What follows belongs to an exercise in optimizing a design on an open flow for small area, a short achievable clock period and few clock cycles per item; a production flow would make more cautious choices. At most, simulation tests tie the RTL to the original design; equivalence was not proved. Power is estimated from default activity; no workload was simulated.

Design axi4_lite_slave, start of the top module:
module axi4_lite_slave #(
    parameter ADDRESS     = 32,
    parameter DATA_WIDTH  = 32,
    parameter REG_COUNT   = 32
) (
    input  wire                        ACLK,
    input  wire                        ARESETN,
    input  wire [ADDRESS-1:0]          S_ARADDR,
    input  wire                        S_ARVALID,
    output wire                        S_ARREADY,
    output reg  [DATA_WIDTH-1:0]       S_RDATA,
    output reg  [1:0]                  S_RRESP,
    output reg                         S_RVALID,
    input  wire                        S_RREADY,
    input  wire [ADDRESS-1:0]          S_AWADDR,
    input  wire                        S_AWVALID,
    output wire                        S_AWREADY,
    input  wire [DATA_WIDTH-1:0]       S_WDATA,
    input  wire [(DATA_WIDTH/8)-1:0]   S_WSTRB,
    input  wire                        S_WVALID,
    output wire                        S_WREADY,
    output reg  [1:0]                  S_BRESP,
    output reg                         S_BVALID,
    input  wire                        S_BREADY
);
==> module axi4_lite_slave, before the edit <==
module axi4_lite_slave #(
    parameter ADDRESS     = 32,
    parameter DATA_WIDTH  = 32,
    parameter REG_COUNT   = 32
) (
    input  wire                        ACLK,
    input  wire                        ARESETN,
    input  wire [ADDRESS-1:0]          S_ARADDR,
    input  wire                        S_ARVALID,
    output wire                        S_ARREADY,
    output reg  [DATA_WIDTH-1:0]       S_RDATA,
    output reg  [1:0]                  S_RRESP,
    output reg                         S_RVALID,
    input  wire                        S_RREADY,
    input  wire [ADDRESS-1:0]          S_AWADDR,
    input  wire                        S_AWVALID,
    output wire                        S_AWREADY,
    input  wire [DATA_WIDTH-1:0]       S_WDATA,
    input  wire [(DATA_WIDTH/8)-1:0]   S_WSTRB,
    input  wire                        S_WVALID,
    output wire                        S_WREADY,
    output reg  [1:0]                  S_BRESP,
    output reg                         S_BVALID,
    input  wire                        S_BREADY
);
    localparam [1:0] RESP_OKAY   = 2'b00;
    localparam [1:0] RESP_SLVERR = 2'b10;
    reg [31:0] regs [0:31];
    reg [31:0] written;
    reg        aw_v, aws_v;
    reg [3:0]  aw_lo;            
    reg [7:0]  aw_hi;            
    reg        aw_al;
    reg [4:0]  aws_idx;
    reg        aws_al;
    reg [31:0] aw_arm;           
    reg        b1_v, b1_err;
    reg        awready_r, wready_r;
    assign S_AWREADY = awready_r;
    assign S_WREADY  = wready_r;
    wire aw_hs = S_AWVALID && awready_r;
    wire w_hs  = S_WVALID && wready_r;
    wire b_pop = S_BVALID && S_BREADY;
    wire w_ok  = aw_al && (S_WSTRB != 4'b0000);
    wire aw_v_n  = aws_v || aw_hs || (aw_v && !w_hs);
    wire aws_v_n = !w_hs && (aws_v || (aw_hs && aw_v));
    wire b1_v_n  = S_BVALID && !b_pop && (b1_v || w_hs);
    always @(posedge ACLK or negedge ARESETN) begin
        if (!ARESETN) begin
            aw_v      <= 1'b0;
            aws_v     <= 1'b0;
            awready_r <= 1'b0;
            wready_r  <= 1'b0;
            b1_v      <= 1'b0;
            b1_err    <= 1'b0;
            S_BVALID  <= 1'b0;
            S_BRESP   <= RESP_OKAY;
        end else begin
            aw_v      <= aw_v_n;
            aws_v     <= aws_v_n;
            awready_r <= !aws_v_n;
            wready_r  <= aw_v_n && !b1_v_n;
            b1_v      <= b1_v_n;
            if (w_hs)
                b1_err <= !w_ok;
            if (!S_BVALID || b_pop) begin
                if (b1_v) begin
                    S_BVALID <= 1'b1;
                    S_BRESP  <= b1_err ? RESP_SLVERR : RESP_OKAY;
                end else begin
                    S_BVALID <= w_hs;
                    S_BRESP  <= w_ok ? RESP_OKAY : RESP_SLVERR;
                end
            end
        end
    end
    wire [4:0] aw_src_idx = aws_v ? aws_idx : S_AWADDR[6:2];
    wire       aw_src_al  = aws_v ? aws_al  : (S_AWADDR[1:0] == 2'b00);
    wire       aw_ld = w_hs || !aw_v;
    reg  [3:0] aw_lo_n;
    reg  [7:0] aw_hi_n;
    integer j;
    always @* begin
        for (j = 0; j < 4; j = j + 1)
            aw_lo_n[j] = aw_ld ? (aw_src_idx[1:0] == j) : aw_lo[j];
        for (j = 0; j < 8; j = j + 1)
            aw_hi_n[j] = aw_ld ? (aw_src_al && (aw_src_idx[4:2] == j)) : aw_hi[j];
    end
    always @(posedge ACLK) begin
        aw_lo <= aw_lo_n;
        aw_hi <= aw_hi_n;
        if (aw_ld)
            aw_al <= aw_src_al;
        for (j = 0; j < 32; j = j + 1)
            aw_arm[j] <= aw_v_n && !b1_v_n && aw_lo_n[j % 4] && aw_hi_n[j / 4];
        if (awready_r) begin
            aws_idx <= S_AWADDR[6:2];
            aws_al  <= (S_AWADDR[1:0] == 2'b00);
        end
    end
    integer r, b;
    always @(posedge ACLK or negedge ARESETN) begin
        if (!ARESETN) begin
            written <= 32'd0;
        end else begin
            for (r = 0; r < 32; r = r + 1)
                if (S_WVALID && aw_arm[r])
                    written[r] <= 1'b1;
        end
    end
    always @(posedge ACLK) begin
        for (r = 0; r < 32; r = r + 1)
            for (b = 0; b < 4; b = b + 1)
                if (S_WVALID && aw_arm[r] && (S_WSTRB[b] || !written[r]))
                    regs[r][b*8 +: 8] <= S_WSTRB[b] ? S_WDATA[b*8 +: 8] : 8'd0;
    end
    reg        ar_v, ars_v, arready_r;
    reg [31:0] ar_sel;
    reg [4:0]  ar_idx;
    reg        ar_al;
    reg [4:0]  ars_idx;
    reg        ars_al;
    assign S_ARREADY = arready_r;
    wire ar_hs    = S_ARVALID && arready_r;
    wire r_commit = ar_v && (!S_RVALID || S_RREADY);
    wire ars_v_n  = !r_commit && (ars_v || (ar_hs && ar_v));
    always @(posedge ACLK or negedge ARESETN) begin
        if (!ARESETN) begin
            ar_v      <= 1'b0;
            ars_v     <= 1'b0;
            arready_r <= 1'b0;
            S_RVALID  <= 1'b0;
        end else begin
            ar_v      <= ars_v || ar_hs || (ar_v && !r_commit);
            ars_v     <= ars_v_n;
            arready_r <= !ars_v_n;
            S_RVALID  <= r_commit || (S_RVALID && !S_RREADY);
        end
    end
    wire [4:0] src_idx = ars_v ? ars_idx : S_ARADDR[6:2];
    wire       src_al  = ars_v ? ars_al  : (S_ARADDR[1:0] == 2'b00);
    wire       ar_ld    = r_commit || !ar_v;
    wire [4:0] ar_idx_n = ar_ld ? src_idx : ar_idx;
    wire       ar_al_n  = ar_ld ? src_al  : ar_al;
    integer k;
    always @(posedge ACLK) begin
        ar_idx <= ar_idx_n;
        ar_al  <= ar_al_n;
        for (k = 0; k < 32; k = k + 1)
            ar_sel[k] <= ar_al_n && written[k] && (ar_idx_n == k);
        if (arready_r) begin
            ars_idx <= S_ARADDR[6:2];
            ars_al  <= (S_ARADDR[1:0] == 2'b00);
        end
    end
    reg [31:0] rd_or;
    integer q;
    always @* begin
        rd_or = 32'd0;
        for (q = 0; q < 32; q = q + 1)
            rd_or = rd_or | (regs[q] & {32{ar_sel[q]}});
    end
    always @(posedge ACLK) begin
        if (r_commit) begin
            S_RDATA <= rd_or;
            S_RRESP <= ar_al ? RESP_OKAY : RESP_SLVERR;
        end
    end
endmodule
Settings: LEC_CHECK=0, CAP_MARGIN=20, CORE_MARGIN=2, CORE_UTILIZATION=40, CTS_CLUSTER_DIAMETER=80, CTS_CLUSTER_SIZE=25, SETUP_SLACK_MARGIN=2.8, SLEW_MARGIN=20; clock period 5.0 ns.
run.sh (not shown) runs the stock make flow with config.mk's settings and CLKGATE_MAP_FILE= SYNTH_SCRIPT=/design/flow/synth_recipe.tcl, a recipe that flattens the netlist after the stock synthesis.
Next try:
--- a/flow/design.v
+++ b/flow/design.v
@@ -27,14 +27,10 @@
     localparam [1:0] RESP_SLVERR = 2'b10;
     reg [31:0] regs [0:31];
     reg [31:0] written;
     reg        aw_v, aws_v;
-    reg [3:0]  aw_lo;            
-    reg [7:0]  aw_hi;            
-    reg        aw_al;
-    reg [4:0]  aws_idx;
-    reg        aws_al;
-    reg [31:0] aw_arm;           
+    reg [4:0]  aw_idx, aws_idx;
+    reg        aw_al, aws_al;
     reg        b1_v, b1_err;
     reg        awready_r, wready_r;
     assign S_AWREADY = awready_r;
     assign S_WREADY  = wready_r;
@@ -73,27 +69,13 @@
                 end
             end
         end
     end
-    wire [4:0] aw_src_idx = aws_v ? aws_idx : S_AWADDR[6:2];
-    wire       aw_src_al  = aws_v ? aws_al  : (S_AWADDR[1:0] == 2'b00);
-    wire       aw_ld = w_hs || !aw_v;
-    reg  [3:0] aw_lo_n;
-    reg  [7:0] aw_hi_n;
-    integer j;
-    always @* begin
-        for (j = 0; j < 4; j = j + 1)
-            aw_lo_n[j] = aw_ld ? (aw_src_idx[1:0] == j) : aw_lo[j];
-        for (j = 0; j < 8; j = j + 1)
-            aw_hi_n[j] = aw_ld ? (aw_src_al && (aw_src_idx[4:2] == j)) : aw_hi[j];
-    end
     always @(posedge ACLK) begin
-        aw_lo <= aw_lo_n;
-        aw_hi <= aw_hi_n;
-        if (aw_ld)
-            aw_al <= aw_src_al;
-        for (j = 0; j < 32; j = j + 1)
-            aw_arm[j] <= aw_v_n && !b1_v_n && aw_lo_n[j % 4] && aw_hi_n[j / 4];
+        if (w_hs || !aw_v) begin
+            aw_idx <= aws_v ? aws_idx : S_AWADDR[6:2];
+            aw_al  <= aws_v ? aws_al  : (S_AWADDR[1:0] == 2'b00);
+        end
         if (awready_r) begin
             aws_idx <= S_AWADDR[6:2];
             aws_al  <= (S_AWADDR[1:0] == 2'b00);
         end
@@ -101,23 +83,20 @@
     integer r, b;
     always @(posedge ACLK or negedge ARESETN) begin
         if (!ARESETN) begin
             written <= 32'd0;
-        end else begin
-            for (r = 0; r < 32; r = r + 1)
-                if (S_WVALID && aw_arm[r])
-                    written[r] <= 1'b1;
+        end else if (w_hs && aw_al) begin
+            written[aw_idx] <= 1'b1;
         end
     end
     always @(posedge ACLK) begin
         for (r = 0; r < 32; r = r + 1)
             for (b = 0; b < 4; b = b + 1)
-                if (S_WVALID && aw_arm[r] && (S_WSTRB[b] || !written[r]))
+                if (w_hs && aw_al && aw_idx == r && (S_WSTRB[b] || !written[r]))
                     regs[r][b*8 +: 8] <= S_WSTRB[b] ? S_WDATA[b*8 +: 8] : 8'd0;
     end
     reg        ar_v, ars_v, arready_r;
     reg [31:0] ar_sel;
-    reg [4:0]  ar_idx;
     reg        ar_al;
     reg [4:0]  ars_idx;
     reg        ars_al;
     assign S_ARREADY = arready_r;
@@ -138,17 +117,15 @@
         end
     end
     wire [4:0] src_idx = ars_v ? ars_idx : S_ARADDR[6:2];
     wire       src_al  = ars_v ? ars_al  : (S_ARADDR[1:0] == 2'b00);
-    wire       ar_ld    = r_commit || !ar_v;
-    wire [4:0] ar_idx_n = ar_ld ? src_idx : ar_idx;
-    wire       ar_al_n  = ar_ld ? src_al  : ar_al;
     integer k;
     always @(posedge ACLK) begin
-        ar_idx <= ar_idx_n;
-        ar_al  <= ar_al_n;
-        for (k = 0; k < 32; k = k + 1)
-            ar_sel[k] <= ar_al_n && written[k] && (ar_idx_n == k);
+        if (r_commit || !ar_v) begin
+            for (k = 0; k < 32; k = k + 1)
+                ar_sel[k] <= src_al && written[k] && (src_idx == k);
+            ar_al <= src_al;
+        end
         if (arready_r) begin
             ars_idx <= S_ARADDR[6:2];
             ars_al  <= (S_ARADDR[1:0] == 2'b00);
         end
Effect: Final cell count decreases by 2.9%; combinational power went up to 3.2 times its value; global-route usage came out higher by 1.2 points; final area climbs by 4.7%; clock skew rises by 9.2 ps.
Testbench counts after the change, summed over its fixed seeds: cycles 2,416, items 4,800.
No functional check of the RTL was part of the first run of this note.

afterwards: timing with drivers on the ports:
How much do the figures lean on ideal ports? The routed layouts below were timed once more, with nothing changed but the port constraints.
Step 1 (the two cells are an assumption about what drives the block):
set clk [get_ports {ACLK}]
set_driving_cell -lib_cell sky130_fd_sc_hd__clkbuf_16 $clk
set_driving_cell -lib_cell sky130_fd_sc_hd__buf_2 [delete_from_list [all_inputs] $clk]
Step 2, shift: input delay + t, output delay - t, t = (earliest + latest rising clock arrival at the registers) / 2. This alone moves slack from input paths to output paths.
Three values: no drivers, after step 1, after step 2; two values: the first two.
| run | shift t [ns] | setup WS [ns] | worst setup path after step 2 | latest minus earliest clock arrival (ns) | worst register clock-pin slew, ns |
|---|---|---|---|---|---|
| the first run | 0.730 | 2.690 / 2.625 / 2.089 | input to register | 0.034 / 0.034 | 0.10 / 0.10 |
| the second run | 0.720 | 2.708 / 2.696 / 2.019 | input to register | 0.045 / 0.045 | 0.10 / 0.10 |
After both steps every run listed still meets setup and hold. For the second run, which loses most, drivers alone change the setup slack by -0.012 ns; drivers and shift together by -0.689 ns.
